This design comes from an exercise in tuning for small area and a short achievable clock period on the open sky130 flow, not from production work. RTL that was checked went through simulation tests only; none was proved equivalent to the original.

==> inputs of job 1210 <==
Design Matrix_Multiplication, start of the top module:
module Matrix_Multiplication (
  input clk, reset,
  input [7:0] a1, a2, a3, a4, b1, b2, b3, b4,
  output [16:0] c1, c2, c3, c4, c5, c6, c7, c8, c9, c10, c11, c12, c13, c14, c15, c16
);
  reg [7:0] ad1_0, ad1_1, ad1_2, ad1_3, ad2_0, ad2_1, ad2_2, ad2_3, ad3_0, ad3_1, ad3_2, ad3_3;
  reg [7:0] bd1_0, bd1_1, bd1_2, bd1_3, bd2_0, bd2_1, bd2_2, bd2_3, bd3_0, bd3_1, bd3_2, bd3_3;
  wire [7:0] ad0_0 = a1, ad0_1 = a2, ad0_2 = a3, ad0_3 = a4;
  wire [7:0] bd0_0 = b1, bd0_1 = b2, bd0_2 = b3, bd0_3 = b4;
  always @(posedge clk or posedge reset) begin
    if (reset) begin
      ad1_0 <= 8'b00000000;
      ad1_1 <= 8'b00000000;
      ad1_2 <= 8'b00000000;
      ad1_3 <= 8'b00000000;
      ad2_0 <= 8'b00000000;
      ad2_1 <= 8'b00000000;
      ad2_2 <= 8'b00000000;
      ad2_3 <= 8'b00000000;
      ad3_0 <= 8'b00000000;
      ad3_1 <= 8'b00000000;
      ad3_2 <= 8'b00000000;
      ad3_3 <= 8'b00000000;
      bd1_0 <= 8'b00000000;
      bd1_1 <= 8'b00000000;
      bd1_2 <= 8'b00000000;
      bd1_3 <= 8'b00000000;
      bd2_0 <= 8'b00000000;
      bd2_1 <= 8'b00000000;
      bd2_2 <= 8'b00000000;
      bd2_3 <= 8'b00000000;
      bd3_0 <= 8'b00000000;
      bd3_1 <= 8'b00000000;
      bd3_2 <= 8'b00000000;
      bd3_3 <= 8'b00000000;
    end else begin
      ad1_0 <= ad0_0;
      ad1_1 <= ad0_1;
      ad1_2 <= ad0_2;
      ad1_3 <= ad0_3;
      ad2_0 <= ad1_0;
      ad2_1 <= ad1_1;
      ad2_2 <= ad1_2;
      ad2_3 <= ad1_3;
      ad3_0 <= ad2_0;
      ad3_1 <= ad2_1;
      ad3_2 <= ad2_2;
      ad3_3 <= ad2_3;
      bd1_0 <= bd0_0;
      bd1_1 <= bd0_1;
      bd1_2 <= bd0_2;
      bd1_3 <= bd0_3;
      bd2_0 <= bd1_0;
      bd2_1 <= bd1_1;
      bd2_2 <= bd1_2;
  ...
Settings: LEC_CHECK=0, CAP_MARGIN=20, CORE_MARGIN=2, CORE_UTILIZATION=50, SETUP_SLACK_MARGIN=2.1, SLEW_MARGIN=20, SYNTH_HIERARCHICAL=1, SYNTH_MINIMUM_KEEP_SIZE=0; clock period 6.5 ns.
standard.sh (not shown) runs the stock make flow with config.mk's settings and CLKGATE_MAP_FILE= SYNTH_SCRIPT=/design/flow/synth_recipe.tcl, a recipe that flattens the netlist after the stock synthesis.
==> flow/flow/run.sh <==
#!/bin/bash
set -uo pipefail
export BUFFER_PORTS_ARGS="-buffer_cell sky130_fd_sc_hd__buf_1"
export CTS_ARGS="-sink_clustering_enable -repair_clock_nets -sink_clustering_size 24 -sink_clustering_max_diameter 150"
bash standard.sh > flow_standard.log 2>&1
==> inputs of job 9515, as changes to job 1210 <==
--- a/flow/design.v
+++ b/flow/design.v
@@ -1,159 +1,142 @@
 module Systolic_array (
     input clk, reset,
     input [7:0] in_a, in_b,
     output [16:0] out_c
 );
   reg [16:0] acc;
-  reg [0:0] kc;
-  assign out_c = acc + {kc[0], 12'b0};
-  wire [7:0] na, nb;   
-  mm_inv ua0 (.a(in_a[0]), .y(na[0]));
-  mm_inv ub0 (.a(in_b[0]), .y(nb[0]));
-  mm_inv ua1 (.a(in_a[1]), .y(na[1]));
-  mm_inv ub1 (.a(in_b[1]), .y(nb[1]));
-  mm_inv ua2 (.a(in_a[2]), .y(na[2]));
-  mm_inv ub2 (.a(in_b[2]), .y(nb[2]));
-  mm_inv ua3 (.a(in_a[3]), .y(na[3]));
-  mm_inv ub3 (.a(in_b[3]), .y(nb[3]));
-  mm_inv ua4 (.a(in_a[4]), .y(na[4]));
-  mm_inv ub4 (.a(in_b[4]), .y(nb[4]));
-  mm_inv ua5 (.a(in_a[5]), .y(na[5]));
-  mm_inv ub5 (.a(in_b[5]), .y(nb[5]));
-  mm_inv ua6 (.a(in_a[6]), .y(na[6]));
-  mm_inv ub6 (.a(in_b[6]), .y(nb[6]));
-  mm_inv ua7 (.a(in_a[7]), .y(na[7]));
-  mm_inv ub7 (.a(in_b[7]), .y(nb[7]));
+  reg kc;
+  assign out_c = acc + {kc, 12'b0};
   wire pp1;
-  assign pp1 = ~(na[0] | nb[0]);
+  assign pp1 = in_a[0] & in_b[0];
   wire pp2;
-  assign pp2 = ~(na[0] | nb[1]);
+  assign pp2 = in_a[0] & in_b[1];
   wire pp3;
-  assign pp3 = ~(na[0] | nb[2]);
+  assign pp3 = in_a[0] & in_b[2];
   wire pp4;
-  assign pp4 = ~(na[0] | nb[3]);
+  assign pp4 = in_a[0] & in_b[3];
   wire pp5;
-  assign pp5 = ~(na[0] | nb[4]);
+  assign pp5 = in_a[0] & in_b[4];
   wire pp6;
-  assign pp6 = ~(na[0] | nb[5]);
+  assign pp6 = in_a[0] & in_b[5];
   wire pp7;
-  assign pp7 = ~(na[0] | nb[6]);
+  assign pp7 = in_a[0] & in_b[6];
   wire pp8;
-  assign pp8 = ~(na[0] | nb[7]);
+  assign pp8 = in_a[0] & in_b[7];
   wire pp9;
-  assign pp9 = ~(na[1] | nb[0]);
+  assign pp9 = in_a[1] & in_b[0];
   wire pp10;
-  assign pp10 = ~(na[1] | nb[1]);
+  assign pp10 = in_a[1] & in_b[1];
   wire pp11;
-  assign pp11 = ~(na[1] | nb[2]);
+  assign pp11 = in_a[1] & in_b[2];
   wire pp12;
-  assign pp12 = ~(na[1] | nb[3]);
+  assign pp12 = in_a[1] & in_b[3];
   wire pp13;
-  assign pp13 = ~(na[1] | nb[4]);
+  assign pp13 = in_a[1] & in_b[4];
   wire pp14;
-  assign pp14 = ~(na[1] | nb[5]);
+  assign pp14 = in_a[1] & in_b[5];
   wire pp15;
-  assign pp15 = ~(na[1] | nb[6]);
+  assign pp15 = in_a[1] & in_b[6];
   wire pp16;
-  assign pp16 = ~(na[1] | nb[7]);
+  assign pp16 = in_a[1] & in_b[7];
   wire pp17;
-  assign pp17 = ~(na[2] | nb[0]);
+  assign pp17 = in_a[2] & in_b[0];
   wire pp18;
-  assign pp18 = ~(na[2] | nb[1]);
+  assign pp18 = in_a[2] & in_b[1];
   wire pp19;
-  assign pp19 = ~(na[2] | nb[2]);
+  assign pp19 = in_a[2] & in_b[2];
   wire pp20;
-  assign pp20 = ~(na[2] | nb[3]);
+  assign pp20 = in_a[2] & in_b[3];
   wire pp21;
-  assign pp21 = ~(na[2] | nb[4]);
+  assign pp21 = in_a[2] & in_b[4];
   wire pp22;
-  assign pp22 = ~(na[2] | nb[5]);
+  assign pp22 = in_a[2] & in_b[5];
   wire pp23;
-  assign pp23 = ~(na[2] | nb[6]);
+  assign pp23 = in_a[2] & in_b[6];
   wire pp24;
-  assign pp24 = ~(na[2] | nb[7]);
+  assign pp24 = in_a[2] & in_b[7];
   wire pp25;
-  assign pp25 = ~(na[3] | nb[0]);
+  assign pp25 = in_a[3] & in_b[0];
   wire pp26;
-  assign pp26 = ~(na[3] | nb[1]);
+  assign pp26 = in_a[3] & in_b[1];
   wire pp27;
-  assign pp27 = ~(na[3] | nb[2]);
+  assign pp27 = in_a[3] & in_b[2];
   wire pp28;
-  assign pp28 = ~(na[3] | nb[3]);
+  assign pp28 = in_a[3] & in_b[3];
   wire pp29;
-  assign pp29 = ~(na[3] | nb[4]);
+  assign pp29 = in_a[3] & in_b[4];
   wire pp30;
-  assign pp30 = ~(na[3] | nb[5]);
+  assign pp30 = in_a[3] & in_b[5];
   wire pp31;
-  assign pp31 = ~(na[3] | nb[6]);
+  assign pp31 = in_a[3] & in_b[6];
   wire pp32;
-  assign pp32 = ~(na[3] | nb[7]);
+  assign pp32 = in_a[3] & in_b[7];
   wire pp33;
-  assign pp33 = ~(na[4] | nb[0]);
+  assign pp33 = in_a[4] & in_b[0];
   wire pp34;
-  assign pp34 = ~(na[4] | nb[1]);
+  assign pp34 = in_a[4] & in_b[1];
   wire pp35;
-  assign pp35 = ~(na[4] | nb[2]);
+  assign pp35 = in_a[4] & in_b[2];
   wire pp36;
-  assign pp36 = ~(na[4] | nb[3]);
+  assign pp36 = in_a[4] & in_b[3];
   wire pp37;
-  assign pp37 = ~(na[4] | nb[4]);
+  assign pp37 = in_a[4] & in_b[4];
   wire pp38;
-  assign pp38 = ~(na[4] | nb[5]);
+  assign pp38 = in_a[4] & in_b[5];
   wire pp39;
-  assign pp39 = ~(na[4] | nb[6]);
+  assign pp39 = in_a[4] & in_b[6];
   wire pp40;
-  assign pp40 = ~(na[4] | nb[7]);
+  assign pp40 = in_a[4] & in_b[7];
   wire pp41;
-  assign pp41 = ~(na[5] | nb[0]);
+  assign pp41 = in_a[5] & in_b[0];
   wire pp42;
-  assign pp42 = ~(na[5] | nb[1]);
+  assign pp42 = in_a[5] & in_b[1];
   wire pp43;
-  assign pp43 = ~(na[5] | nb[2]);
+  assign pp43 = in_a[5] & in_b[2];
   wire pp44;
-  assign pp44 = ~(na[5] | nb[3]);
+  assign pp44 = in_a[5] & in_b[3];
   wire pp45;
-  assign pp45 = ~(na[5] | nb[4]);
+  assign pp45 = in_a[5] & in_b[4];
   wire pp46;
-  assign pp46 = ~(na[5] | nb[5]);
+  assign pp46 = in_a[5] & in_b[5];
   wire pp47;
-  assign pp47 = ~(na[5] | nb[6]);
+  assign pp47 = in_a[5] & in_b[6];
   wire pp48;
-  assign pp48 = ~(na[5] | nb[7]);
+  assign pp48 = in_a[5] & in_b[7];
   wire pp49;
-  assign pp49 = ~(na[6] | nb[0]);
+  assign pp49 = in_a[6] & in_b[0];
   wire pp50;
-  assign pp50 = ~(na[6] | nb[1]);
+  assign pp50 = in_a[6] & in_b[1];
   wire pp51;
-  assign pp51 = ~(na[6] | nb[2]);
+  assign pp51 = in_a[6] & in_b[2];
   wire pp52;
-  assign pp52 = ~(na[6] | nb[3]);
+  assign pp52 = in_a[6] & in_b[3];
   wire pp53;
-  assign pp53 = ~(na[6] | nb[4]);
+  assign pp53 = in_a[6] & in_b[4];
   wire pp54;
-  assign pp54 = ~(na[6] | nb[5]);
+  assign pp54 = in_a[6] & in_b[5];
   wire pp55;
-  assign pp55 = ~(na[6] | nb[6]);
+  assign pp55 = in_a[6] & in_b[6];
   wire pp56;
-  assign pp56 = ~(na[6] | nb[7]);
+  assign pp56 = in_a[6] & in_b[7];
   wire pp57;
-  assign pp57 = ~(na[7] | nb[0]);
+  assign pp57 = in_a[7] & in_b[0];
   wire pp58;
-  assign pp58 = ~(na[7] | nb[1]);
+  assign pp58 = in_a[7] & in_b[1];
   wire pp59;
-  assign pp59 = ~(na[7] | nb[2]);
+  assign pp59 = in_a[7] & in_b[2];
   wire pp60;
-  assign pp60 = ~(na[7] | nb[3]);
+  assign pp60 = in_a[7] & in_b[3];
   wire pp61;
-  assign pp61 = ~(na[7] | nb[4]);
+  assign pp61 = in_a[7] & in_b[4];
   wire pp62;
-  assign pp62 = ~(na[7] | nb[5]);
+  assign pp62 = in_a[7] & in_b[5];
   wire pp63;
-  assign pp63 = ~(na[7] | nb[6]);
+  assign pp63 = in_a[7] & in_b[6];
   wire pp64;
-  assign pp64 = ~(na[7] | nb[7]);
+  assign pp64 = in_a[7] & in_b[7];
   wire s65;
   wire k66;
   mm_ha u66 (.a(acc[5]), .b(pp6), .s(s65), .co(k66));
   wire s67;
   wire k68;
   mm_fa u68 (.a(acc[6]), .b(pp7), .c(pp14), .s(s67), .co(k68));
@@ -237,13 +220,13 @@
   mm_fa u120 (.a(acc[11]), .b(pp40), .c(pp47), .s(s119), .co(k120));
   wire s121;
   wire k122;
   mm_fa u122 (.a(pp54), .b(pp61), .c(k88), .s(s121), .co(k122));
   wire s123;
   wire k124;
-  mm_fa u124 (.a(acc[12]), .b(kc[0]), .c(pp48), .s(s123), .co(k124));
+  mm_fa u124 (.a(acc[12]), .b(kc), .c(pp48), .s(s123), .co(k124));
   wire s125;
   wire k126;
   mm_ha u126 (.a(pp55), .b(pp62), .s(s125), .co(k126));
   wire s127;
   wire k128;
   mm_ha u128 (.a(acc[13]), .b(pp56), .s(s127), .co(k128));
@@ -514,157 +497,140 @@
 module Systolic_array_int (
     input clk, reset,
     input [7:0] in_a, in_b,
     output reg [16:0] out_c
 );
   wire [16:0] acc = out_c;
-  wire [7:0] na, nb;   
-  mm_inv ua0 (.a(in_a[0]), .y(na[0]));
-  mm_inv ub0 (.a(in_b[0]), .y(nb[0]));
-  mm_inv ua1 (.a(in_a[1]), .y(na[1]));
-  mm_inv ub1 (.a(in_b[1]), .y(nb[1]));
-  mm_inv ua2 (.a(in_a[2]), .y(na[2]));
-  mm_inv ub2 (.a(in_b[2]), .y(nb[2]));
-  mm_inv ua3 (.a(in_a[3]), .y(na[3]));
-  mm_inv ub3 (.a(in_b[3]), .y(nb[3]));
-  mm_inv ua4 (.a(in_a[4]), .y(na[4]));
-  mm_inv ub4 (.a(in_b[4]), .y(nb[4]));
-  mm_inv ua5 (.a(in_a[5]), .y(na[5]));
-  mm_inv ub5 (.a(in_b[5]), .y(nb[5]));
-  mm_inv ua6 (.a(in_a[6]), .y(na[6]));
-  mm_inv ub6 (.a(in_b[6]), .y(nb[6]));
-  mm_inv ua7 (.a(in_a[7]), .y(na[7]));
-  mm_inv ub7 (.a(in_b[7]), .y(nb[7]));
   wire pp1;
-  assign pp1 = ~(na[0] | nb[0]);
+  assign pp1 = in_a[0] & in_b[0];
   wire pp2;
-  assign pp2 = ~(na[0] | nb[1]);
+  assign pp2 = in_a[0] & in_b[1];
   wire pp3;
-  assign pp3 = ~(na[0] | nb[2]);
+  assign pp3 = in_a[0] & in_b[2];
   wire pp4;
-  assign pp4 = ~(na[0] | nb[3]);
+  assign pp4 = in_a[0] & in_b[3];
   wire pp5;
-  assign pp5 = ~(na[0] | nb[4]);
+  assign pp5 = in_a[0] & in_b[4];
   wire pp6;
-  assign pp6 = ~(na[0] | nb[5]);
+  assign pp6 = in_a[0] & in_b[5];
   wire pp7;
-  assign pp7 = ~(na[0] | nb[6]);
+  assign pp7 = in_a[0] & in_b[6];
   wire pp8;
-  assign pp8 = ~(na[0] | nb[7]);
+  assign pp8 = in_a[0] & in_b[7];
   wire pp9;
-  assign pp9 = ~(na[1] | nb[0]);
+  assign pp9 = in_a[1] & in_b[0];
   wire pp10;
-  assign pp10 = ~(na[1] | nb[1]);
+  assign pp10 = in_a[1] & in_b[1];
   wire pp11;
-  assign pp11 = ~(na[1] | nb[2]);
+  assign pp11 = in_a[1] & in_b[2];
   wire pp12;
-  assign pp12 = ~(na[1] | nb[3]);
+  assign pp12 = in_a[1] & in_b[3];
   wire pp13;
-  assign pp13 = ~(na[1] | nb[4]);
+  assign pp13 = in_a[1] & in_b[4];
   wire pp14;
-  assign pp14 = ~(na[1] | nb[5]);
+  assign pp14 = in_a[1] & in_b[5];
   wire pp15;
-  assign pp15 = ~(na[1] | nb[6]);
+  assign pp15 = in_a[1] & in_b[6];
   wire pp16;
-  assign pp16 = ~(na[1] | nb[7]);
+  assign pp16 = in_a[1] & in_b[7];
   wire pp17;
-  assign pp17 = ~(na[2] | nb[0]);
+  assign pp17 = in_a[2] & in_b[0];
   wire pp18;
-  assign pp18 = ~(na[2] | nb[1]);
+  assign pp18 = in_a[2] & in_b[1];
   wire pp19;
-  assign pp19 = ~(na[2] | nb[2]);
+  assign pp19 = in_a[2] & in_b[2];
   wire pp20;
-  assign pp20 = ~(na[2] | nb[3]);
+  assign pp20 = in_a[2] & in_b[3];
   wire pp21;
-  assign pp21 = ~(na[2] | nb[4]);
+  assign pp21 = in_a[2] & in_b[4];
   wire pp22;
-  assign pp22 = ~(na[2] | nb[5]);
+  assign pp22 = in_a[2] & in_b[5];
   wire pp23;
-  assign pp23 = ~(na[2] | nb[6]);
+  assign pp23 = in_a[2] & in_b[6];
   wire pp24;
-  assign pp24 = ~(na[2] | nb[7]);
+  assign pp24 = in_a[2] & in_b[7];
   wire pp25;
-  assign pp25 = ~(na[3] | nb[0]);
+  assign pp25 = in_a[3] & in_b[0];
   wire pp26;
-  assign pp26 = ~(na[3] | nb[1]);
+  assign pp26 = in_a[3] & in_b[1];
   wire pp27;
-  assign pp27 = ~(na[3] | nb[2]);
+  assign pp27 = in_a[3] & in_b[2];
   wire pp28;
-  assign pp28 = ~(na[3] | nb[3]);
+  assign pp28 = in_a[3] & in_b[3];
   wire pp29;
-  assign pp29 = ~(na[3] | nb[4]);
+  assign pp29 = in_a[3] & in_b[4];
   wire pp30;
-  assign pp30 = ~(na[3] | nb[5]);
+  assign pp30 = in_a[3] & in_b[5];
   wire pp31;
-  assign pp31 = ~(na[3] | nb[6]);
+  assign pp31 = in_a[3] & in_b[6];
   wire pp32;
-  assign pp32 = ~(na[3] | nb[7]);
+  assign pp32 = in_a[3] & in_b[7];
   wire pp33;
-  assign pp33 = ~(na[4] | nb[0]);
+  assign pp33 = in_a[4] & in_b[0];
   wire pp34;
-  assign pp34 = ~(na[4] | nb[1]);
+  assign pp34 = in_a[4] & in_b[1];
   wire pp35;
-  assign pp35 = ~(na[4] | nb[2]);
+  assign pp35 = in_a[4] & in_b[2];
   wire pp36;
-  assign pp36 = ~(na[4] | nb[3]);
+  assign pp36 = in_a[4] & in_b[3];
   wire pp37;
-  assign pp37 = ~(na[4] | nb[4]);
+  assign pp37 = in_a[4] & in_b[4];
   wire pp38;
-  assign pp38 = ~(na[4] | nb[5]);
+  assign pp38 = in_a[4] & in_b[5];
   wire pp39;
-  assign pp39 = ~(na[4] | nb[6]);
+  assign pp39 = in_a[4] & in_b[6];
   wire pp40;
-  assign pp40 = ~(na[4] | nb[7]);
+  assign pp40 = in_a[4] & in_b[7];
   wire pp41;
-  assign pp41 = ~(na[5] | nb[0]);
+  assign pp41 = in_a[5] & in_b[0];
   wire pp42;
-  assign pp42 = ~(na[5] | nb[1]);
+  assign pp42 = in_a[5] & in_b[1];
   wire pp43;
-  assign pp43 = ~(na[5] | nb[2]);
+  assign pp43 = in_a[5] & in_b[2];
   wire pp44;
-  assign pp44 = ~(na[5] | nb[3]);
+  assign pp44 = in_a[5] & in_b[3];
   wire pp45;
-  assign pp45 = ~(na[5] | nb[4]);
+  assign pp45 = in_a[5] & in_b[4];
   wire pp46;
-  assign pp46 = ~(na[5] | nb[5]);
+  assign pp46 = in_a[5] & in_b[5];
   wire pp47;
-  assign pp47 = ~(na[5] | nb[6]);
+  assign pp47 = in_a[5] & in_b[6];
   wire pp48;
-  assign pp48 = ~(na[5] | nb[7]);
+  assign pp48 = in_a[5] & in_b[7];
   wire pp49;
-  assign pp49 = ~(na[6] | nb[0]);
+  assign pp49 = in_a[6] & in_b[0];
   wire pp50;
-  assign pp50 = ~(na[6] | nb[1]);
+  assign pp50 = in_a[6] & in_b[1];
   wire pp51;
-  assign pp51 = ~(na[6] | nb[2]);
+  assign pp51 = in_a[6] & in_b[2];
   wire pp52;
-  assign pp52 = ~(na[6] | nb[3]);
+  assign pp52 = in_a[6] & in_b[3];
   wire pp53;
-  assign pp53 = ~(na[6] | nb[4]);
+  assign pp53 = in_a[6] & in_b[4];
   wire pp54;
-  assign pp54 = ~(na[6] | nb[5]);
+  assign pp54 = in_a[6] & in_b[5];
   wire pp55;
-  assign pp55 = ~(na[6] | nb[6]);
+  assign pp55 = in_a[6] & in_b[6];
   wire pp56;
-  assign pp56 = ~(na[6] | nb[7]);
+  assign pp56 = in_a[6] & in_b[7];
   wire pp57;
-  assign pp57 = ~(na[7] | nb[0]);
+  assign pp57 = in_a[7] & in_b[0];
   wire pp58;
-  assign pp58 = ~(na[7] | nb[1]);
+  assign pp58 = in_a[7] & in_b[1];
   wire pp59;
-  assign pp59 = ~(na[7] | nb[2]);
+  assign pp59 = in_a[7] & in_b[2];
   wire pp60;
-  assign pp60 = ~(na[7] | nb[3]);
+  assign pp60 = in_a[7] & in_b[3];
   wire pp61;
-  assign pp61 = ~(na[7] | nb[4]);
+  assign pp61 = in_a[7] & in_b[4];
   wire pp62;
-  assign pp62 = ~(na[7] | nb[5]);
+  assign pp62 = in_a[7] & in_b[5];
   wire pp63;
-  assign pp63 = ~(na[7] | nb[6]);
+  assign pp63 = in_a[7] & in_b[6];
   wire pp64;
-  assign pp64 = ~(na[7] | nb[7]);
+  assign pp64 = in_a[7] & in_b[7];
   wire s65;
   wire k66;
   mm_ha u66 (.a(acc[5]), .b(pp6), .s(s65), .co(k66));
   wire s67;
   wire k68;
   mm_fa u68 (.a(acc[6]), .b(pp7), .c(pp14), .s(s67), .co(k68));
@@ -965,15 +931,12 @@
     if (reset)
       out_c <= 17'b0;
     else
       out_c <= sum;
   end
 endmodule
-module mm_inv (input a, output y);
-  assign y = ~a;
-endmodule
 module mm_fa (input a, b, c, output s, co);
   assign s = a ^ b ^ c;
   assign co = (a & b) | (c & (a ^ b));
 endmodule
 module mm_ha (input a, b, output s, co);
   assign s = a ^ b;
Settings changed: CORE_UTILIZATION 50 to 40, SETUP_SLACK_MARGIN 2.1 to 2.3.
==> parameters.txt <==
Parameter                              Value

Routing
  Top metal layer carrying routed signals    met5

Place
  Weighted congestion at the end of routability-driven global placement    approximately 0.86

Synth
  Largest cells by area after synthesis    sky130_fd_sc_hd__fa_1 (37%), sky130_fd_sc_hd__dfrtp_1 (27%), sky130_fd_sc_hd__ha_1 (13%)

STA
  Worst setup skew after layout    0.0189 ns

Floorplan
  Die X    slightly above 300 um

Outcome
  Outcome    finished clean

Cells and area
  Relative area of clock buffers and inverters in the final design    1.26%
[end of results for job 1210]
==> parameters.txt <==
Parameter                              Value

Cells and area
  Relative area of clock buffers and inverters in the final design    under 10%

Floorplan
  Die X    approximately 340 um

STA
  Worst setup skew after layout    0.0535 ns

Outcome
  Outcome    finished clean
[end of results for job 9515]
No functional check of the RTL was part of job 9515.

re-timing with driven ports:
How much do the figures lean on ideal ports? The routed layouts below were timed once more, with nothing changed but the port constraints.
Step 1, drivers: a clkbuf_16 drives clk and a buf_2 each remaining input, both assumed.
Step 2 adds t to the input delays and takes it off the output delays; t is the mean of the earliest and latest rising clock arrival at the registers after step 1. Input paths then give back, and output paths get back, about the clock's delay inside the block.
Slacks: ideal ports / drivers / drivers and shift; pairs: ideal ports / drivers.
run	t, ns	setup WS [ns]	hold slack, ns
job 1210	0.666	2.062 / 2.062 / 1.572	0.373 / 0.373 / 0.373
job 9515	0.695	2.253 / 2.253 / 1.781	0.464 / 0.464 / 0.464
After both steps every run listed still meets setup and hold. The setup slack of job 1210, which loses most, moves by 0.000 ns with the drivers and by -0.490 ns with both steps.
